Background: an optimization exercise with open tools, aiming at small area and a short achievable clock period. Do not read the settings as production practice. The RTL was checked by simulation tests, not by an equivalence proof against the original design.

==> flow/design.v <==
`timescale 1 ns / 1 ns
package SPARQ_PKG;
localparam ARRAY_DIMENSION = 8;
localparam EXP_SIZE = 5;
localparam MANT_SIZE = 10;
localparam BIAS = 15;
localparam FLOAT_SIZE = 1 + EXP_SIZE + MANT_SIZE;
localparam INT_SIZE = 4;
endpackage: SPARQ_PKG
`timescale 1 ns / 1 ns
module FifoBuffer #(
  parameter integer DATA_SIZE = 16,
  parameter integer CYCLES    = 2
) (
  input  logic                 clk,
  input  logic [DATA_SIZE-1:0] in,
  output logic [DATA_SIZE-1:0] out
);
  logic [DATA_SIZE-1:0] data [0:CYCLES-1];
  always @ (posedge clk) begin
    data[0] <= in;
    for (int i = 1; i < CYCLES; i++) data[i] <= data[i-1];
  end
  assign out = data[CYCLES-1];
endmodule
module fmul_dec (
  input  logic [3:0] in_B,
  output logic [5:0] ctl       
);
  logic [3:0] m;
  logic       z1;
  logic [1:0] sh, sel;
  always_comb begin
    m = in_B[3] ? (~in_B + 4'd1) : in_B;
    z1 = 1'b0; sh = 2'd0; sel = 2'd0;
    case (m)
      4'd1: begin sh = 2'd0; sel = 2'd0; end
      4'd2: begin sh = 2'd1; sel = 2'd0; end
      4'd3: begin sh = 2'd1; sel = 2'd1; end
      4'd4: begin sh = 2'd2; sel = 2'd0; end
      4'd5: begin sh = 2'd2; sel = 2'd1; end
      4'd6: begin sh = 2'd2; sel = 2'd2; end
      4'd7: begin sh = 2'd3; sel = 2'd3; end
      4'd8: begin sh = 2'd3; sel = 2'd0; end
      default: z1 = 1'b1;
    endcase
    ctl = {in_B[3], z1, sh, sel};
  end
endmodule
module fmul_prod (
  input  logic [15:0] in_A,
  input  logic [5:0]  ctl,     
  output logic [13:0] prod,
  output logic        sign
);
  logic [10:0] f;
  logic [13:0] op1, op2;
  logic        cin, cout;
  always_comb begin
    f   = {in_A[14:10] != 5'd0, in_A[9:0]};
    op1 = ctl[4] ? 14'd0 : {3'd0, f} << ctl[3:2];
    case (ctl[1:0])
      2'd0: op2 = 14'd0;
      2'd1: op2 = {3'd0, f};
      2'd2: op2 = {2'd0, f, 1'b0};
      default: op2 = ~{3'd0, f};
    endcase
    cin  = ctl[1:0] == 2'd3;
    sign = in_A[15] ^ ctl[5];
  end
  pfx_add #(14) add (.a(op1), .b(op2), .cin(cin), .s(prod), .cout(cout));
endmodule
module fmul_norm (
  input  logic [15:0] in_A,    
  input  logic [13:0] prod,
  input  logic        sign,
  output logic [15:0] out
);
  logic [4:0] e, exp_o;
  logic [1:0] c;
  logic [9:0] mant;
  always_comb begin
    e = {in_A[14:11], in_A[10] | (in_A[14:10] == 5'd0)};
    if (prod[13]) begin
      mant = prod[12:3]; c = 2'd3;
    end else if (prod[12]) begin
      mant = prod[11:2]; c = 2'd2;
    end else if (prod[11]) begin
      mant = prod[10:1]; c = 2'd1;
    end else begin
      mant = prod[9:0];  c = 2'd0;
    end
    exp_o = (prod[13:10] == 4'd0) ? 5'd0 : e + {3'd0, c};
    out = {sign, exp_o, mant};
  end
endmodule
module float_multiplier (
  input  logic [15:0] in_A,
  input  logic [3:0]  in_B,
  output logic [15:0] out
);
  logic [5:0]  ctl;
  logic [13:0] prod;
  logic        sign;
  fmul_dec  md (.in_B(in_B), .ctl(ctl));
  fmul_prod mp (.in_A(in_A), .ctl(ctl), .prod(prod), .sign(sign));
  fmul_norm mn (.in_A(in_A), .prod(prod), .sign(sign), .out(out));
endmodule
module pfx_add #(
  parameter int W = 12
) (
  input  logic [W-1:0] a,
  input  logic [W-1:0] b,
  input  logic         cin,
  output logic [W-1:0] s,
  output logic         cout
);
  localparam int L = $clog2(W + 1);
  logic [W:0] g [0:L];
  logic [W:0] p [0:L];
  always_comb begin
    g[0][0] = cin;
    p[0][0] = 1'b0;
    for (int i = 0; i < W; i++) begin
      g[0][i+1] = a[i] & b[i];
      p[0][i+1] = a[i] ^ b[i];
    end
    for (int l = 0; l < L; l++) begin
      for (int i = 0; i <= W; i++) begin
        if ((i >> l) & 1) begin
          g[l+1][i] = g[l][i] | (p[l][i] & g[l][((i >> l) << l) - 1]);
          p[l+1][i] = p[l][i] & p[l][((i >> l) << l) - 1];
        end
        else begin
          g[l+1][i] = g[l][i];
          p[l+1][i] = p[l][i];
        end
      end
    end
    for (int i = 0; i < W; i++) s[i] = p[0][i+1] ^ g[L][i];
    cout = g[L][W];
  end
endmodule
module fadd_align (
  input  logic [15:0] in_A,
  input  logic [15:0] in_B,
  output logic [10:0] xA,      
  output logic [10:0] xB,      
  output logic        invA,    
  output logic        invB,
  output logic        cin,
  output logic [4:0]  eL,      
  output logic        sL       
);
  logic [4:0]  eA, eB, dAB, dBA, d;
  logic        cAB, cBA;
  logic [10:0] fA, fB, X;
  logic        a_ge, sub, cmp_c, geE, big, swap;
  logic [14:0] cmp_s;
  pfx_add #(15) cmp (.a(in_A[14:0]), .b(~in_B[14:0]), .cin(1'b1), .s(cmp_s), .cout(cmp_c));
  always_comb begin
    eA = {in_A[14:11], in_A[10] | (in_A[14:10] == 5'd0)};
    eB = {in_B[14:11], in_B[10] | (in_B[14:10] == 5'd0)};
  end
  pfx_add #(5) subAB (.a(eA), .b(~eB), .cin(1'b1), .s(dAB), .cout(cAB));
  pfx_add #(5) subBA (.a(eB), .b(~eA), .cin(1'b1), .s(dBA), .cout(cBA));
  always_comb begin
    fA  = {in_A[14:10] != 5'd0, in_A[9:0]};
    fB  = {in_B[14:10] != 5'd0, in_B[9:0]};
    geE = cAB;
    d   = geE ? dAB : dBA;
    big = d[4];
    xA  = geE ? fA : fB;
    X   = geE ? fB : fA;
    xB  = big ? 11'd0 : X >> d[3:0];
    a_ge = cmp_c;
    sub  = in_A[15] ^ in_B[15];
    swap = geE & ~a_ge;
    invA = sub &  swap;
    invB = sub & ~swap;
    cin  = sub;
    eL   = geE ? eA : eB;
    sL   = a_ge ? in_A[15] : in_B[15];
  end
endmodule
module fadd_add (
  input  logic [10:0] xA,
  input  logic [10:0] xB,
  input  logic        invA,
  input  logic        invB,
  input  logic        cin,
  output logic [11:0] sum      
);
  logic [11:0] op1, op2;
  logic        cout;
  always_comb begin
    op1 = invA ? ~{1'b0, xA} : {1'b0, xA};
    op2 = invB ? ~{1'b0, xB} : {1'b0, xB};
  end
  pfx_add #(12) add (.a(op1), .b(op2), .cin(cin), .s(sum), .cout(cout));
endmodule
module fadd_lzc (
  input  logic [11:0] sum,
  input  logic [4:0]  eL,      
  output logic [3:0]  t
);
  logic [11:0] sent, v;
  logic        z2, z1, z0;
  logic [1:0]  l2, l1, l0;
  function automatic logic [1:0] lz4(input logic [3:0] n);
    lz4 = n[3] ? 2'd0 : n[2] ? 2'd1 : n[1] ? 2'd2 : 2'd3;
  endfunction
  always_comb begin
    sent = 12'd0;
    for (int i = 0; i < 12; i++) if (eL == 5'(11 - i)) sent[i] = 1'b1;
    v  = sum | sent;
    z2 = v[11:8] == 4'd0;
    z1 = v[7:4] == 4'd0;
    z0 = v[3:0] == 4'd0;
    l2 = lz4(v[11:8]);
    l1 = lz4(v[7:4]);
    l0 = lz4(v[3:0]);
    t[3]   = z2 && z1;
    t[2]   = z2 && (!z1 || z0);
    t[1:0] = !z2 ? l2 : !z1 ? l1 : !z0 ? l0 : 2'd0;
  end
endmodule
module fadd_shift (
  input  logic [11:0] sum,
  input  logic [4:0]  eL,
  input  logic        sL,
  input  logic [3:0]  t,
  output logic [15:0] out
);
  logic [11:0] x8, x4, x2, x1;
  logic [4:0]  exp_o;
  always_comb begin
    x8 = t[3] ? {sum[3:0], 8'd0} : sum;
    x4 = t[2] ? {x8[7:0], 4'd0} : x8;
    x2 = t[1] ? {x4[9:0], 2'd0} : x4;
    x1 = t[0] ? {x2[10:0], 1'b0} : x2;
    exp_o = x1[11] ? eL + 5'd1 - {1'b0, t} : 5'd0;
    out = {sL, exp_o, x1[10:1]};
  end
endmodule
module float_adder (
  input  logic [15:0] in_A,
  input  logic [15:0] in_B,
  output logic [15:0] out
);
  logic [10:0] xA, xB;
  logic        invA, invB, cin, sL;
  logic [4:0]  eL;
  logic [11:0] sum;
  logic [3:0]  t;
  fadd_align al (.in_A(in_A), .in_B(in_B), .xA(xA), .xB(xB), .invA(invA), .invB(invB), .cin(cin), .eL(eL), .sL(sL));
  fadd_add   ad (.xA(xA), .xB(xB), .invA(invA), .invB(invB), .cin(cin), .sum(sum));
  fadd_lzc   lz (.sum(sum), .eL(eL), .t(t));
  fadd_shift sh (.sum(sum), .eL(eL), .sL(sL), .t(t), .out(out));
endmodule
`timescale 1 ns / 1 ns
module sparq_dot8 (
  input  logic         clk,
  input  logic         rstn,
  input  logic         w_load,
  input  logic [127:0] w_data,
  input  logic         in_valid,
  input  logic [31:0]  in_act,
  input  logic [15:0]  in_acc,
  output logic         out_valid,
  output logic [15:0]  out_data
);
  localparam int N   = 8;
  localparam int LAT = 3*N + 2;    
  logic [15:0] weight [0:N-1];
  always @ (posedge clk) begin
    if (w_load) begin
      for (int i = 0; i < N; i++) weight[i] <= w_data[16*i +: 16];
    end
  end
  logic [LAT-1:0] vld;
  always @ (posedge clk) begin
    if (!rstn) vld <= '0;
    else       vld <= {vld[LAT-2:0], in_valid};
  end
  assign out_valid = vld[LAT-1];
  logic [5:0] ctl [0:N-1];
  genvar k;
  generate
    for (k = 0; k < N; k++) begin : skew
      logic [3:0] a;
      logic [5:0] c;
      if (k == 0) begin : direct
        assign a = in_act[3:0];
      end
      else begin : delayed
        FifoBuffer #(.DATA_SIZE(4), .CYCLES(3*k-1)) dl (.clk(clk), .in(in_act[4*k +: 4]), .out(a));
      end
      fmul_dec dec (.in_B(a), .ctl(c));
      always @ (posedge clk) ctl[k] <= c;
    end
  endgenerate
  logic [15:0] acc_r;
  always @ (posedge clk) acc_r <= in_acc;
  logic [11:0] sum_r  [1:N];
  logic [4:0]  eL_r   [1:N];
  logic        sL_r   [1:N];
  logic [13:0] prod_r [1:N-1];
  logic        psg_r  [1:N-1];
  generate
    for (k = 0; k < N; k++) begin : pe
      logic [15:0] s, p;
      if (k == 0) begin : first
        logic [13:0] prod0;
        logic        psg0;
        assign s = acc_r;
        fmul_prod mp (.in_A(weight[0]), .ctl(ctl[0]), .prod(prod0), .sign(psg0));
        fmul_norm mn (.in_A(weight[0]), .prod(prod0), .sign(psg0), .out(p));
      end
      else begin : chain
        logic [3:0] t;
        fadd_lzc   lz  (.sum(sum_r[k]), .eL(eL_r[k]), .t(t));
        fadd_shift nrm (.sum(sum_r[k]), .eL(eL_r[k]), .sL(sL_r[k]), .t(t), .out(s));
        fmul_norm  mn  (.in_A(weight[k]), .prod(prod_r[k]), .sign(psg_r[k]), .out(p));
      end
      logic [15:0] s_r, p_r;
      always @ (posedge clk) begin
        s_r <= s;
        p_r <= p;
      end
      logic [10:0] xA, xB;
      logic        invA, invB, cin, sL;
      logic [4:0]  eL;
      fadd_align al (.in_A(p_r), .in_B(s_r), .xA(xA), .xB(xB), .invA(invA), .invB(invB),
                     .cin(cin), .eL(eL), .sL(sL));
      logic [10:0] xA_r, xB_r;
      logic        invA_r, invB_r, sL_r2;
      logic [4:0]  eL_r2;
      always @ (posedge clk) begin
        xA_r   <= xA;
        xB_r   <= xB;
        invA_r <= invA;
        invB_r <= invB;
        eL_r2  <= eL;
        sL_r2  <= sL;
      end
      logic [11:0] nsum;
      fadd_add ad (.xA(xA_r), .xB(xB_r), .invA(invA_r), .invB(invB_r), .cin(invA_r | invB_r), .sum(nsum));
      always @ (posedge clk) begin
        sum_r[k+1] <= nsum;
        eL_r[k+1]  <= eL_r2;
        sL_r[k+1]  <= sL_r2;
      end
      if (k < N-1) begin : next
        logic [13:0] prod;
        logic        psg;
        fmul_prod mp (.in_A(weight[k+1]), .ctl(ctl[k+1]), .prod(prod), .sign(psg));
        always @ (posedge clk) begin
          prod_r[k+1] <= prod;
          psg_r[k+1]  <= psg;
        end
      end
    end
  endgenerate
  logic [15:0] res;
  logic [3:0]  t_out;
  fadd_lzc   lz_out  (.sum(sum_r[N]), .eL(eL_r[N]), .t(t_out));
  fadd_shift nrm_out (.sum(sum_r[N]), .eL(eL_r[N]), .sL(sL_r[N]), .t(t_out), .out(res));
  always @ (posedge clk) out_data <= res;
endmodule
==> flow/flow/run.sh <==
#!/bin/bash
set -euo pipefail
export SETUP_SLACK_MARGIN=7.8
export BUFFER_PORTS_ARGS="-buffer_cell sky130_fd_sc_hd__buf_1"
bash standard.sh finish > orfs_make.log 2>&1
==> flow/standard.sh <==
#!/bin/bash
# synth_recipe.tcl (not shown) runs the flow's synth.tcl, then flattens the netlist and writes it again
# the make line also repeats each setting of config.mk as NAME=value (left out here)
make -C /OpenROAD-flow-scripts/flow DESIGN_CONFIG=/design/flow/config.mk WORK_HOME=/design/flow/orfs CLKGATE_MAP_FILE= SYNTH_SCRIPT=/design/flow/synth_recipe.tcl "${@:-finish}"
==> flow/config.mk <==
export PLATFORM = sky130hd
export DESIGN_NAME = sparq_dot8
export DESIGN_NICKNAME = sparq_dot8
export VERILOG_FILES = /design/flow/design.v
export SDC_FILE = /design/flow/constraint.sdc
export NUM_CORES = 4
export LEC_CHECK = 0
export ABC_AREA = 1
export CAP_MARGIN = 20
export CORE_MARGIN = 2
export CORE_UTILIZATION = 55
export CTS_CLUSTER_DIAMETER = 80
export CTS_CLUSTER_SIZE = 30
export PLACE_DENSITY = 0.65
export SLEW_MARGIN = 20
==> flow/constraint.sdc <==
create_clock -name core_clock -period 11.0 [get_ports {clk}]
set_input_delay 2.2000 -clock core_clock [delete_from_list [all_inputs] [get_ports {clk}]]
set_output_delay 2.2000 -clock core_clock [all_outputs]
set_load 0.01 [all_outputs]
==> results of run 1 <==
==> synthesized netlist by cell type (11+ instances only) <==
library cell	number
nor4_1	15
o21ai_2	11
a21o_1	14
nand4_1	28
edfxtp_1	128
clkbuf_1	102
nand3_1	551
o21ai_0	604
buf_2	34
o21bai_1	21
nor3_1	40
buf_1	18
a22oi_1	11
mux2i_1	11
ha_1	424
inv_1	990
a21oi_1	303
xnor2_1	81
nand2_2	29
clkinv_1	11
o221ai_1	46
nor2_1	500
inv_2	52
o211ai_1	71
dfxtp_1	1159
buf_6	16
or2_2	22
a31oi_1	24
fa_1	112
xor2_1	329
o21ai_1	91
buf_4	21
o22ai_1	80
nand2_1	1651
nor2_2	22
a221oi_1	14
==> repair_timing <==
action                     CTS  global route
cloned                       0             3
setup endpoints to repair  117           114
pin swaps                    5            35
resized for setup           55           122
setup buffers                5            28
==> path summary, 6_finish.rpt <==
| kind | from | to | cells after the start | slack (ps) |
|---|---|---|---|---|
| worst max register to register | ctl[0][2] | pe[0].p_r[14] | 15 | 7860 |
| worst min register to register | skew[3].delayed.dl.data[5][0] | skew[3].delayed.dl.data[6][0] | 0 | 310 |
| worst max-delay path | vld[25] | out_valid | 1 | 7690 |
| worst min-delay path | skew[3].delayed.dl.data[5][0] | skew[3].delayed.dl.data[6][0] | 0 | 310 |
==> metal layers <==
metal  wire length, um  share of wire [%]
met5                 0                  0
met4              3000                2.3
met3              4780                3.6
met2             60900                 46
met1             62600                 48
==> sequential cells by signal (all words and copies together) (netlist names), 8 cells and up <==
signal,flops
weight,128
prod_r,98
ctl,48
pe.xB_r,88
pe.s_r,128
pe.eL_r2,40
pe.invB_r,8
skew.delayed.dl.data,308
pe.xA_r,88
pe.sL_r2,8
sum_r,96
out_data,16
pe.p_r,128
pe.invA_r,8
sL_r,8
vld,26
acc_r,16
eL_r,40
==> layout make-up <==
| type | count | area (um^2) |
|---|---|---|
| inverters | 1057 | 3990 |
| diodes | 3 | 7.51 |
| well taps | 1512 | 1890 |
| repair buffers | 235 | 1120 |
| clock buffers | 79 | 1730 |
| clock inverters | 42 | 559 |
| multi-input cells | 5202 | 31600 |
| fillers | 10300 | 46100 |
| flip-flops and latches | 1287 | 27100 |
==> placed cells by master (no fill, tap or decap), drive strengths merged, types with 112 or more instances in the layout <==
cell / instances
nand2: 1689
dfxtp: 1159
inv: 1071
o21ai: 711
nand3: 557
nor2: 533
ha: 424
xor2: 329
a21oi: 308
buf: 234
edfxtp: 128
fa: 112
==> cell families (layout without fill, tap and decap cells) <==
logic type | count (synthesis) | in the layout | synth area share (%)
buffers and inverters | 1248 | 1413 | 7.83
xor gates and xnor gates | 410 | 410 | 5.70
DFF | 1287 | 1287 | 42.9
muxes | 11 | 11 | 0.175
AOI/OAI and AO/OA | 1337 | 1337 | 12.1
adders and majority gates | 536 | 536 | 12.0
and+or+nand+nor | 2905 | 2908 | 19.3
other | 0 | 3 | 0
==> per-stage QoR <==
step	utilization, %	hold slack, ps	instance area [um^2]	instances
floorplan	-	310	63000	7734
global placement	56.8	310	64700	9257
detailed placement	56.8	312	64700	9257
CTS	59.0	320	67200	9383
global route	59.6	320	67900	9416
finish	59.6	313	67900	9417
==> metrics.md, run 1 <==
| Metric | Value |
|---|---|
| Outcome | `complete, no violations` |
| Initial Util | `a little under three fifths` |
| Number of global-route vias before repair | `between 40000 and 50000` |
| Vias | `about 48000` |
| Clock Latency Late Sink | `slightly below 700 ps` |
| Worst path max stage delay | `approximately 330 ps` |
| Top-level I/O count | `approximately 200` |
| Hold crit path type | `flop to flop` |
| Max transition margin | `about a third` |
| Area Overhead vs Synth | `7.79%` |
| DR DRC count | `0` |
| Fin. max-slew vios | `0` |
| # rows | `around 120` |
| Maxcap violations | `0` |
| Final hold violation count | `0` |
| Syn Nets | `8450` |
| Remaining antenna violation count | `0` |
| CP max-delay cell | `dfxtp_2` |
| WL final | `131000 um` |
| Synth area leaders | `dfxtp_1 37%, nand2_1 9.8%, ha_1 8.4%` |
| Chip width | `342 um` |
| Count of state elements after synthesis | `roughly 1300` |
| DR WL/cell | `around 14 um` |
| CTS tree | `done` |
| Maximum buffer depth of the clock tree | `3` |
| Fraction of layout instances using a drive strength above 1 | `between 5 and 6%` |
| Final setup violation count | `0` |
| Total core area | `0.114 mm^2` |
| Hold bufs inserted after CTS | `0` |
| Buf/Inv on CP | `1` |
| Post-synth top area cell | `dfxtp_1` |
| Skew final | `roughly 30 ps` |
| CP Max Fanout | `1` |
| CP Class | `flop to output pin` |
| Critical-path cell list | `buf_6` |
| Prevailing post-synth register cell | `dfxtp_1` |
| Crit end category | `output pin` |
| DRT Pass-1 Iters | `6` |
| Async set or reset register ratio after synthesis | `0%` |
| Actual slew at the worst max-slew pin | `985 ps` |
| Register area share after synthesis | `a little over two fifths` |
| Initial antenna violation count | `3` |
| TNS Setup | `0 ps` |
| H-tree depth | `3` |
| Synth warnings | `48` |
| CTS root buf | `clkbuf_16` |
| Max Freq | `between 0.3 and 0.4 GHz` |
| Vias per inst | `5.10` |
| Gr usage total | `between 20 and 25%` |
| IO buf count | `196` |
| Final setup margin | `7690 ps` |
| M2 GR Usage | `roughly 37%` |
| First-pass GRT wire length | `approximately 220000 um` |
| Post-synthesis cell type count | `between 50 and 60` |
| Pre-CTS WS | `6460 ps` |
| Crit path max-delay family | `flip-flops` |
| Critical Path AT | `between 1000 and 1500 ps` |
| Die footprint | `around 0.12 mm^2` |
| Number of synthesized flops with an enable pin | `~130` |
| Met3 usage | `2.60%` |
| Worst path required time | `between 8000 and 9000 ps` |
| Global placement routability congestion | `~0.9` |
| Pin count of the biggest net entering global routing | `57` |
| # clock sinks | `~1300` |
| Tmin final | `between 3000 and 4000 ps` |
| Post-Synthesis Cells | `a little under 8000` |
| Met1 usage | `29.9%` |
| RSZ-0062 raised after global routing | `true` |
| Avg Cell Area, Syn | `around 8 um^2` |
| Period Utilization, post-route | `a little under a third` |
| Synthesized cell area | `roughly 0.063 mm^2` |
| GRT Max-Usage Layer | `met2` |
| Die Span Y | `roughly 340 um` |
| Total congestion overflow | `0` |
| TritonCTS Buffers | `66` |
| # nets final | `about 8600` |
| Number of DRC markers in iteration 0 | `about 3000` |
| DPL Wire Length | `103000 um` |
| Clock-pin slew on the worst setup and hold paths | `around 100 ps` |
| Yosys top cell area share | `~37%` |
| Critical Path Start Type | `flop` |
==> run 2, diff against run 1 <==
==> flow/flow/run.sh (replaced) <==
#!/bin/bash
set -euo pipefail
export SETUP_SLACK_MARGIN=8.0
export BUFFER_PORTS_ARGS="-buffer_cell sky130_fd_sc_hd__buf_1"
bash standard.sh finish > orfs_make.log 2>&1
==> run 2 against run 1 <==
Flip-flop and latch count stayed put. Final cell count is 0.64% higher. Highest routed layer unchanged.
==> metrics.md, run 2 <==
| Metric | Value |
|---|---|
| Outcome | `complete, no violations` |
| # rows | `124 (unchanged)` |
| Syn Nets | `8450 (unchanged)` |
| CTS tree | `done` |
| Synthesized cell area | `0.0630 mm^2 (unchanged)` |
| Critical-path cell list | `buf_6` |
| TritonCTS Buffers | `61 (-7.6%)` |
| Largest Register | `skew.delayed.dl.data` |
| Max reg flops | `308 (unchanged)` |
| Worst path max stage delay | `340 ps (about the same)` |
| Fin. max-slew vios | `0 (unchanged)` |
| Commonest non-fill, non-tap cell in the layout | `nand2_1` |
| Finished Layout Cells | `9477 (+0.64%)` |
| # clock sinks | `1287 (unchanged)` |
| TNS Setup | `0 ps (unchanged)` |
| First-pass GRT wire length | `214000 um (-0.89%)` |
| Initial Util | `55.3% (unchanged)` |
| Met1 usage | `30.1% (+0.12 points)` |
| Clock Latency Late Sink | `710 ps (+30 ps)` |
| DPL Wire Length | `101000 um (-1.4%)` |
| Worst reg2reg path depth | `19 (+4)` |
| Async set or reset register ratio after synthesis | `0% (unchanged)` |
| CTS root buf | `clkbuf_16` |
| Maxcap violations | `0 (unchanged)` |
| Maximum buffer depth of the clock tree | `3 (unchanged)` |
| Critical Path AT | `1160 ps (+50 ps)` |
| Actual slew at the worst max-slew pin | `980 ps (-5.04 ps)` |
| Post-Synthesis Cells | `7734 (unchanged)` |
| Number of synthesized flops with an enable pin | `128 (unchanged)` |
| M2 GR Usage | `36.5% (-0.82 points)` |
| CP Class | `flop to output pin` |
| Number of DRC markers in iteration 0 | `3237 (+5.9%)` |
| Post-synthesis cell type count | `59 (unchanged)` |
| GRT Max-Usage Layer | `met2` |
| Count of state elements after synthesis | `1287 (unchanged)` |
| Vias | `48700 (+1.3%)` |
| Remaining antenna violation count | `0 (unchanged)` |
| Fill cells | `10300 (-0.82%)` |
| Number of global-route vias before repair | `44400 (-1.1%)` |
| H-tree depth | `2 (-1)` |
| Crit path max-delay family | `flip-flops` |
| Skew final | `28.8 ps (-1.41 ps)` |
| Pre-CTS WS | `6480 ps (+24.3 ps)` |
| Pin count of the biggest net entering global routing | `57 (unchanged)` |
| Global placement routability congestion | `0.923 (+1.6%)` |
| Hold bufs inserted after CTS | `0 (unchanged)` |
| DR WL/cell | `13.9 um (-0.45%)` |
| Final setup margin | `7640 ps (-51.4 ps)` |
| Final hold violation count | `0 (unchanged)` |
| Die footprint | `0.117 mm^2 (unchanged)` |
| Final setup violation count | `0 (unchanged)` |
| WL final | `132000 um (+0.19%)` |
| Gr usage total | `21.8% (-0.28 points)` |
| Cells on Worst Hold Path | `0 (unchanged)` |
| # nets final | `8626 (+0.71%)` |
| Max Freq | `0.298 GHz (-1.5%)` |
| Total core area | `0.114 mm^2 (unchanged)` |
| Max transition margin | `34.6% (+0.34 points)` |
| Buf/Inv on CP | `1 (unchanged)` |
| Die Span Y | `342 um (unchanged)` |
| Clock-pin slew on the worst setup and hold paths | `120 ps (+20 ps)` |
| CP Max Fanout | `1 (unchanged)` |
| DRT Pass-1 Iters | `6 (unchanged)` |
| Chip width | `342 um (unchanged)` |
| Area Overhead vs Synth | `8.91%` |
| Vias per inst | `5.14 (+0.68%)` |
| Register area share after synthesis | `42.9% (unchanged)` |
| Worst path required time | `8800 ps (about the same)` |
| Total congestion overflow | `0 (unchanged)` |
| Crit end category | `output pin` |
| Most frequent cell after synthesis | `nand2_1` |
| Commonest cells after routing, fill and taps aside | `1613 x nand2_1, 1119 x dfxtp_1, 974 x inv_1` |
| Synth area leaders | `dfxtp_1 37%, nand2_1 9.8%, ha_1 8.4%` |
| DP Cell Count | `9255 (-0.022%)` |
| Met3 usage | `2.03% (-0.58 points)` |
| Fraction of layout instances using a drive strength above 1 | `7.25% (+1.6 points)` |
| Hold crit path type | `flop to flop` |
| CP max-delay cell | `dfxtp_2` |
| Yosys top cell area share | `36.8% (unchanged)` |
| RSZ-0062 raised after global routing | `true` |
| Avg Cell Area, Syn | `8.15 um^2 (unchanged)` |
| Post-synth top area cell | `dfxtp_1` |
| Cell depth of the worst setup path | `1 (unchanged)` |
| Synth warnings | `48 (unchanged)` |
| Period Utilization, post-route | `30.5% (+0.47 points)` |
| IO buf count | `196 (unchanged)` |
| Tmin final | `3360 ps (+51.4 ps)` |
| Initial antenna violation count | `6 (+3)` |
| Top cells by instance count after synthesis | `1651 x nand2_1, 1159 x dfxtp_1, 990 x inv_1, 604 x o21ai_0, 551 x nand3_1` |
| DR DRC count | `0 (unchanged)` |
| Prevailing post-synth register cell | `dfxtp_1` |
| Critical Path Start Type | `flop` |
| Top-level I/O count | `197 (unchanged)` |
run 2: cell counts after synthesis:
No cell type changed its count.
run 2: through the flow:
stage | cell area, um^2 | hold WS [ps] | util, %
2_1_floorplan | 63100 | 310 | -
3_3_place_gp | 64800 | 310 | 56.8
3_5_place_dp | 64800 | 312 | 56.8
4_1_cts | 67500 | 324 | 59.2
5_1_grt | 68600 | 324 | 60.2
6_report | 68600 | 319 | 60.2
run 2: final cells by class:
| cell class | instances | area (um^2) | share of cell area, % |
|---|---|---|---|
| multi-input cells | 5207 | 31800 | 46.4 |
| inverters | 1057 | 4020 | 5.86 |
| clock buffers | 76 | 1600 | 2.34 |
| repair buffers | 296 | 1610 | 2.35 |
| well taps | 1512 | 1890 | 2.76 |
| flip-flops and latches | 1287 | 27100 | 39.5 |
| diodes | 4 | 10.0 | 0.0146 |
| clock inverters | 38 | 547 | 0.797 |
run 2: what timing repair did:
item                                    CTS  global route
buffers inserted                         31            65
endpoints found under the setup margin  162           218
pin swaps                                21            58
endpoints found under the hold margin     0             0
cloned                                    3             5
resized for setup                       103           166
run 2: worst paths after layout:
| path | slack (ps) | from | endpoint |
|---|---|---|---|
| max | 7640 | out_data[15] | out_data[15] |
| min | 320 | skew[7].delayed.dl.data[1][3] | skew[7].delayed.dl.data[2][3] |
| max reg2reg | 7830 | ctl[0][2] | pe[0].p_r[14] |
| min reg2reg | 320 | skew[7].delayed.dl.data[1][3] | skew[7].delayed.dl.data[2][3] |
run 2: kinds of logic (layout without fill, tap and decap cells):
logic type      after synthesis  count (layout)  share of synthesized area [%]
buf+inv                    1248            1467                           7.83
xor+xnor                    410             410                           5.70
simple gates               2905            2913                           19.3
fa+ha+maj                   536             536                           12.0
compound gates             1337            1337                           12.1
flops                      1287            1287                           42.9
other cells                   0               4                              0
mux                          11              11                          0.175
run 2: per-layer routing:
metal,part of all wire (%),wire [um]
met1,47,62500
met2,46,60600
met3,4.0,5240
met4,2.5,3280
met5,0,0
==> run 3, diff against run 2 <==
==> flow/flow/run.sh (replaced) <==
#!/bin/bash
set -euo pipefail
export SETUP_SLACK_MARGIN=7.8
export BUFFER_PORTS_ARGS="-buffer_cell sky130_fd_sc_hd__buf_1"
bash standard.sh finish > orfs_make.log 2>&1
--- a/flow/config.mk
+++ b/flow/config.mk
@@ -8,8 +8,8 @@
 export ABC_AREA = 1
 export CAP_MARGIN = 20
 export CORE_MARGIN = 2
-export CORE_UTILIZATION = 55
+export CORE_UTILIZATION = 65
 export CTS_CLUSTER_DIAMETER = 80
 export CTS_CLUSTER_SIZE = 30
-export PLACE_DENSITY = 0.65
+export PLACE_DENSITY = 0.72
 export SLEW_MARGIN = 20
==> run 3 against run 2 <==
Critical path depth is the same. Highest routed layer unchanged. Clock skew fell by 8.5 ps. Sequential share of layout area grew 0.75 points. Synthesized cell count unchanged. Register-to-register slack lost 90 ps. Die area fell by 15%. Fmax rose by 0.23%. Worst hold slack about the same. Non-clock buffer count decreased by 57. Still clean. Area after synthesis stayed put.
==> metrics.md, run 3 <==
| Metric | Value |
|---|---|
| Outcome | `complete, no violations` |
| Post-synthesis cell type count | `59 (unchanged)` |
| Max reg flops | `308 (unchanged)` |
| Worst path required time | `8800 ps (about the same)` |
| Critical Path AT | `1150 ps (about the same)` |
| Async set or reset register ratio after synthesis | `0% (unchanged)` |
| Syn Nets | `8450 (unchanged)` |
| CP Class | `flop to output pin` |
| Most frequent cell after synthesis | `nand2_1` |
| Hold Crit Start | `skew[7].delayed.dl.data[2][1]` |
| Yosys top cell area share | `36.8% (unchanged)` |
| Fin. max-slew vios | `0 (unchanged)` |
| Clock-pin slew on the worst setup and hold paths | `110 ps (about the same)` |
| Prevailing post-synth register cell | `dfxtp_1` |
| # rows | `114 (-8.1%)` |
| Area Overhead vs Synth | `6.76%` |
| Final setup violation count | `0 (unchanged)` |
| R2r setup slk | `7740 ps (-90 ps)` |
| Tmin final | `3350 ps (-7.69 ps)` |
| Die footprint | `0.0995 mm^2 (-15%)` |
| Chip width | `315 um (-7.9%)` |
| Compound-Gate Fraction of Synth Area | `12.1% (unchanged)` |
| Met2 wire length | `63200 um (+4.3%)` |
| CP Max Fanout | `1 (unchanged)` |
| # nets final | `8561 (-0.75%)` |
| Buf/Inv on CP | `1 (unchanged)` |
| Die Span Y | `315 um (-7.9%)` |
| Critical Path Start Type | `flop` |
| Register area share after synthesis | `42.9% (unchanged)` |
| Final instance area | `0.0673 mm^2 (-2.0%)` |
| Count of state elements after synthesis | `1287 (unchanged)` |
| CP max-delay cell | `dfxtp_2` |
| Pre-CTS WS | `6490 ps (+6.15 ps)` |
| Hold crit path type | `flop to flop` |
| Total congestion overflow | `0 (unchanged)` |
| Largest Register | `skew.delayed.dl.data` |
| # clock sinks | `1287 (unchanged)` |
| WL final | `131000 um (about the same)` |
| Number of global-route vias before repair | `45600 (+2.7%)` |
| Commonest cells after routing, fill and taps aside | `1635 x nand2_1, 1143 x dfxtp_1, 981 x inv_1` |
| First-pass GRT wire length | `214000 um (+0.29%)` |
| H-tree depth | `2 (unchanged)` |
| Actual slew at the worst max-slew pin | `960 ps (-20.8 ps)` |
| Mux share of post-synthesis cell area | `0.175% (unchanged)` |
| Top cells by instance count after synthesis | `1651 x nand2_1, 1159 x dfxtp_1, 990 x inv_1, 604 x o21ai_0, 551 x nand3_1` |
| Worst reg2reg path depth | `16 (-3)` |
| Routed wl met3 | `6030 um (+15%)` |
| Final setup margin | `7650 ps (+7.69 ps)` |
| Post-synth top area cell | `dfxtp_1` |
| DPL Wire Length | `102000 um (+1.1%)` |
| Post-Synth Adder-Cell Area | `12.0% (unchanged)` |
| Max Freq | `0.299 GHz (+0.23%)` |
| Crit end category | `output pin` |
| Length of routed wiring on met1 | `59300 um (-5.1%)` |
| DR DRC count | `0 (unchanged)` |
| Area share of and/or/nand/nor cells after synthesis | `19.3% (unchanged)` |
| Maxcap violations | `0 (unchanged)` |
| Crit path max-delay family | `flip-flops` |
| Hold bufs inserted after CTS | `0 (unchanged)` |
| RSZ-0062 raised after global routing | `true` |
| Largest family of logic cells by synthesized area | `simple AND/OR/NAND/NOR gates` |
| Total core area | `0.0964 mm^2 (-15%)` |
| DRT Pass-1 Iters | `5 (-1)` |
| Clock Latency Late Sink | `690 ps (-20 ps)` |
| Period Utilization, post-route | `30.4% (-0.070 points)` |
| Global placement routability congestion | `0.948 (+2.6%)` |
| Post-Synthesis Cells | `7734 (unchanged)` |
| DR WL/cell | `14.3 um (+3.2%)` |
| Fraction of layout instances using a drive strength above 1 | `5.32% (-1.9 points)` |
| Reg-to-reg critical path startpoint | `weight[0][10]` |
| Synthesized cell area | `0.0630 mm^2 (unchanged)` |
| Post-Synth XOR/XNOR Area | `5.70% (unchanged)` |
| Top-level I/O count | `197 (unchanged)` |
| Vias | `49000 (+0.76%)` |
| TritonCTS Buffers | `55 (-9.8%)` |
| Number of synthesized flops with an enable pin | `128 (unchanged)` |
| Placement Cell Area | `0.0644 mm^2 (-0.50%)` |
| Synth warnings | `48 (unchanged)` |
| Pin count of the biggest net entering global routing | `59 (+3.5%)` |
| Remaining antenna violation count | `0 (unchanged)` |
| Synth area leaders | `dfxtp_1 37%, nand2_1 9.8%, ha_1 8.4%` |
| CTS root buf | `clkbuf_16` |
| Worst R2R End | `pe[0].p_r[14]` |
| Cells on Worst Hold Path | `0 (unchanged)` |
| Fill cells | `7845 (-24%)` |
| Highest Signal Layer | `met4` |
| TNS Setup | `0 ps (unchanged)` |
| Worst path max stage delay | `350 ps (about the same)` |
| Skew final | `20.4 ps (-8.47 ps)` |
| Critical-path cell list | `buf_6` |
| Avg Cell Area, Syn | `8.15 um^2 (unchanged)` |
| IO buf count | `196 (unchanged)` |
| Final hold violation count | `0 (unchanged)` |
| Number of DRC markers in iteration 0 | `3308 (+2.2%)` |
| Commonest non-fill, non-tap cell in the layout | `nand2_1` |
| Gr usage total | `25.8% (+4.0 points)` |
| Initial antenna violation count | `8 (+2)` |
| Max transition margin | `36.0% (+1.4 points)` |
| Initial Util | `65.4% (+10 points)` |
| CTS tree | `done` |
| Hold worst-path end | `skew[7].delayed.dl.data[3][1]` |
| Maximum buffer depth of the clock tree | `3 (unchanged)` |
| Vias per inst | `5.35 (+4.1%)` |
## run 3: cell counts after synthesis
Identical to the previous run, type by type.
## run 3: routing by layer
layer | track usage (%) | vias to the layer above
li1 | - | 25300
met1 | 34.0 | 22400
met2 | 45.4 | 1136
met3 | 2.54 | 202
met4 | 6.55 | 0
met5 | 0 | -
## run 3: repair_timing
action / 4_1_cts / 5_1_grt
pin swaps: 7 / 30
resized for setup: 64 / 102
gates cloned: 0 / 6
setup endpoints to repair: 110 / 113
buffers inserted: 10 / 28
## run 3: worst max-delay path by stage
stage	startpoint	endpoint	depth (start not counted)
2_1_floorplan	ctl[0][3]	pe[0].p_r[14]	20
6_report	out_data[13]	out_data[13]	1
3_5_place_dp	w_load	weight[7][0]	3
5_1_grt	weight[0][10]	pe[0].p_r[13]	19
4_1_cts	out_data[13]	out_data[13]	1
3_3_place_gp	w_load	weight[7][1]	3
## run 3: final cells by class
cell class                 instances  area [um^2]  share of cell area (%)
antenna                            4         10.0                  0.0149
clock buffer                      81         1630                    2.43
clock inverter                    22          244                   0.363
inverter                        1057         4000                    5.94
multi-input combinational       5205        31500                    46.9
sequential                      1287        27100                    40.2
tap                             1276         1600                    2.37
timing repair buffer             239         1190                    1.76
## run 3: cell families after synthesis
logic type | Yosys count
AND/OR/NAND/NOR | 2905
AO/OA/AOI/OAI | 1337
flip-flops | 1287
buffers and inverters | 1248
adder cells (fa/ha/maj) | 536
XOR/XNOR | 410
multiplexers | 11
## run 3: stage by stage
stage / cells / util, % / hold WS, ps
finish: 9171 / 69.8 / 319
global route: 9171 / 69.8 / 332
CTS: 9133 / 69.0 / 324
detailed placement: 9020 / 66.8 / 312
global placement: 9020 / 66.8 / 309
floorplan: 7734 / - / 310
==> run 4, diff against run 3 <==
==> flow/run.sh (new file) <==
#!/bin/bash
# synth_recipe.tcl (not shown) runs the flow's synth.tcl, then flattens the netlist and writes it again
# the make line also repeats each setting of config.mk as NAME=value (left out here)
make -C /OpenROAD-flow-scripts/flow DESIGN_CONFIG=/design/flow/config.mk WORK_HOME=/design/flow/orfs CLKGATE_MAP_FILE= SYNTH_SCRIPT=/design/flow/synth_recipe.tcl finish
--- a/flow/config.mk
+++ b/flow/config.mk
@@ -8,8 +8,9 @@
 export ABC_AREA = 1
 export CAP_MARGIN = 20
 export CORE_MARGIN = 2
-export CORE_UTILIZATION = 65
+export CORE_UTILIZATION = 55
 export CTS_CLUSTER_DIAMETER = 80
 export CTS_CLUSTER_SIZE = 30
-export PLACE_DENSITY = 0.72
+export PLACE_DENSITY = 0.65
+export SETUP_SLACK_MARGIN = 5
 export SLEW_MARGIN = 20
removed: flow/flow/run.sh
removed: flow/standard.sh
==> run 4 against run 3 <==
Still clean. First-iteration DRC count is 19% lower. Sequential share of layout area is 0.47 points lower. Synthesized cell count stayed put. Clock-buffer cell count is 3 lower. Via count is 3.3% lower. Worst hold slack worse by 6.1 ps. Critical endpoint is now pe[0].p_r[14]. Largest cell class unchanged.
==> metrics.md, run 4 <==
| Metric | Value |
|---|---|
| Synth warnings | `48 (unchanged)` |
| Hold crit path type | `flop to flop` |
| TNS Setup | `0 ps (unchanged)` |
| Gr usage total | `21.8% (-4.0 points)` |
| Prevailing post-synth register cell | `dfxtp_1` |
| Largest Register | `skew.delayed.dl.data` |
| DRT Pass-1 Iters | `6 (+1)` |
| IO buf count | `196 (unchanged)` |
| Maxcap violations | `0 (unchanged)` |
| Worst reg2reg path depth | `19 (+3)` |
| Synth area leaders | `dfxtp_1 37%, nand2_1 9.8%, ha_1 8.4%` |
| Number of DRC markers in iteration 0 | `2684 (-19%)` |
| Final hold violation count | `0 (unchanged)` |
| Outcome | `complete, no violations` |
| First-pass GRT wire length | `214000 um (-0.21%)` |
| Worst Setup EP | `pe[0].p_r[14]` |
| Post-Synthesis Cells | `7734 (unchanged)` |
| Finished Layout Cells | `9365 (+2.1%)` |
| Register area share after synthesis | `42.9% (unchanged)` |
| Post-synth top area cell | `dfxtp_1` |
| Actual slew at the worst max-slew pin | `952 ps (-7.33 ps)` |
| CP Max Fanout | `15 (+14)` |
| CTS resizes | `0 (-100%)` |
| Final core occ | `59.6% (-10 points)` |
| Number of synthesized flops with an enable pin | `128 (unchanged)` |
| TritonCTS Buffers | `59 (+7.3%)` |
| Avg Cell Area, Syn | `8.15 um^2 (unchanged)` |
| Top cells by instance count after synthesis | `1651 x nand2_1, 1159 x dfxtp_1, 990 x inv_1, 604 x o21ai_0, 551 x nand3_1` |
| Clock-pin slew on the worst setup and hold paths | `110 ps (about the same)` |
| Fill cells | `10400 (+32%)` |
| # rows | `124 (+8.8%)` |
| Syn Nets | `8450 (unchanged)` |
| Async set or reset register ratio after synthesis | `0% (unchanged)` |
| DR DRC count | `0 (unchanged)` |
| Max reg flops | `308 (unchanged)` |
| DP Cell Count | `9255 (+2.6%)` |
| Count of state elements after synthesis | `1287 (unchanged)` |
| CTS tree | `done` |
| Synthesized cell area | `0.0630 mm^2 (unchanged)` |
| Area Overhead vs Synth | `7.92%` |
| # clock sinks | `1287 (unchanged)` |
| Global placement routability congestion | `0.928 (-2.1%)` |
| Max Freq | `0.250 GHz (-16%)` |
| Pin count of the biggest net entering global routing | `70 (+19%)` |
| Remaining antenna violation count | `0 (unchanged)` |
| Final setup violation count | `0 (unchanged)` |
| Reg-to-reg critical path startpoint | `ctl[0][0]` |
| Crit end category | `flop` |
| Critical Path Start Type | `flop` |
| Fraction of layout instances using a drive strength above 1 | `3.58% (-1.7 points)` |
| Die footprint | `0.117 mm^2 (+18%)` |
| Worst R2R End | `pe[0].p_r[14]` |
| Initial Util | `55.3% (-10 points)` |
| # nets final | `8520 (-0.48%)` |
| CTS root buf | `clkbuf_16` |
| Worst path required time | `11600 ps (+2800 ps)` |
| Maximum buffer depth of the clock tree | `3 (unchanged)` |
| H-tree depth | `2 (unchanged)` |
| Clock Latency Late Sink | `720 ps (+30 ps)` |
| Commonest cells after routing, fill and taps aside | `1651 x nand2_1, 1159 x dfxtp_1, 990 x inv_1` |
| RSZ-0062 raised after global routing | `false` |
| Die Span Y | `342 um (+8.6%)` |
| Period Utilization, post-route | `36.3% (+5.9 points)` |
| Top-level I/O count | `197 (unchanged)` |
| DPL Wire Length | `103000 um (+0.80%)` |
| Initial antenna violation count | `2 (-6)` |
| Critical Path AT | `4600 ps (+3450 ps)` |
| CP Class | `flop to flop` |
| Vias | `47400 (-3.3%)` |
| Vias per inst | `5.06 (-5.3%)` |
| Post-CTS setup buffer count | `0 (-10)` |
| WL final | `129000 um (-1.6%)` |
| Tmin final | `3990 ps (+644 ps)` |
| Hold bufs inserted after CTS | `0 (unchanged)` |
| CP Launch Point | `ctl[0][0]` |
| Skew final | `27.5 ps (+7.12 ps)` |
| Total congestion overflow | `0 (unchanged)` |
| Max transition margin | `36.5% (+0.49 points)` |
| Most frequent cell after synthesis | `nand2_1` |
| Yosys top cell area share | `36.8% (unchanged)` |
| Post-synthesis cell type count | `59 (unchanged)` |
| DR WL/cell | `13.8 um (-3.6%)` |
| Fin. max-slew vios | `0 (unchanged)` |
| Total core area | `0.114 mm^2 (+18%)` |
| Chip width | `342 um (+8.6%)` |
| Number of global-route vias before repair | `44100 (-3.3%)` |
| R2r setup slk | `7010 ps (-730 ps)` |
| Commonest non-fill, non-tap cell in the layout | `nand2_1` |
## run 4: stage by stage
| stage | setup WS, ps | hold slack (ps) | area (um^2) |
|---|---|---|---|
| final | 7010 | 313 | 68000 |
| after global routing | 6570 | 323 | 68000 |
| after detailed placement | 6930 | 312 | 65900 |
| after floorplan | 7620 | 310 | 63000 |
| after CTS | 6980 | 319 | 68000 |
| after global placement | 6970 | 309 | 65900 |
## run 4: cell families after synthesis
group | after synthesis | synth area share [%]
flops | 1287 | 42.9
xor+xnor | 410 | 5.70
fa+ha+maj | 536 | 12.0
simple gates | 2905 | 19.3
compound gates | 1337 | 12.1
buf+inv | 1248 | 7.83
mux | 11 | 0.175
## run 4: worst min-delay path by stage
stage	from	slack [ps]	cells past startpoint	end
detailed placement	pe[3].eL_r2[3]	310	0	eL_r[4][3]
global route	skew[5].delayed.dl.data[6][3]	320	0	skew[5].delayed.dl.data[7][3]
floorplan	pe[0].eL_r2[0]	310	0	eL_r[1][0]
CTS	skew[5].delayed.dl.data[6][3]	320	0	skew[5].delayed.dl.data[7][3]
finish	skew[5].delayed.dl.data[6][3]	310	0	skew[5].delayed.dl.data[7][3]
global placement	skew[6].delayed.dl.data[7][2]	310	0	skew[6].delayed.dl.data[8][2]
## run 4: layout make-up
cell class                 instances  area, um^2  area share [%]
multi-input combinational       5199       31000            45.6
sequential                      1287       27000            39.8
inverter                        1057        3980            5.85
timing repair buffer             200        1990            2.93
tap                             1512        1890            2.78
clock buffer                      78        1590            2.34
clock inverter                    30         469           0.690
antenna                            2        5.00         0.00736
## run 4: metal layers
layer  track usage, %  wire length, um  up-vias
li1                 -                -    25200
met3             2.34             5010      156
met4             4.91             2680        0
met5                0                0        -
met1             30.2            62400    21200
met2             36.6            59200      854
## run 4: critical path, stage by stage, from the launching register on
cell and delay [ps]:
dfxtp_1 570, nand2_1 280, o21ai_0 400, inv_1 80, ha_1 280, nand2_1 50
nand2_1 60, and2_1 190, nand2_1 110, o211ai_4 120, nand3_1 170, nand2_1 110
nand2_1 60, nand2_1 290, o21ai_0 150, ha_1 260, fa_1 400, nand3_1 100
xor2_1 150, nor2_1 60

## separate check: timing with driven ports
In the flow no input, the clock included, has a driving cell. The finished layouts below were timed again as built, in two steps.
Step 1 sets driving cells, clkbuf_16 on the clock port and buf_2 on the other inputs (assumed; they add their load-dependent delay and slew).
Step 2 adds t to the input delays and takes it off the output delays; t is the mean of the earliest and latest rising clock arrival at the registers after step 1. Input paths then give back, and output paths get back, about the clock's delay inside the block.
Slacks: no drivers / after step 1 / after step 2; pairs: no drivers / after step 1.
run | t, ns | setup WS [ns] | hold slack, ns | worst setup path at the end | slew at the worst register clock pin (ns)
run 1 | 0.742 | 7.694 / 7.616 / 7.242 | 0.313 / 0.313 / 0.313 | input to register | 0.11 / 0.11
run 2 | 0.781 | 7.643 / 7.563 / 7.311 | 0.319 / 0.319 / 0.319 | input to register | 0.12 / 0.12
run 3 | 0.758 | 7.651 / 7.574 / 7.158 | 0.319 / 0.319 / 0.319 | input to register | 0.11 / 0.11
run 4 | 0.774 | 7.007 / 7.007 / 6.972 | 0.313 / 0.313 / 0.313 | input to register | 0.11 / 0.11
After both steps setup and hold are still met in every run listed. For run 3, which loses most, drivers alone change the setup slack by -0.077 ns; drivers and shift together by -0.493 ns.
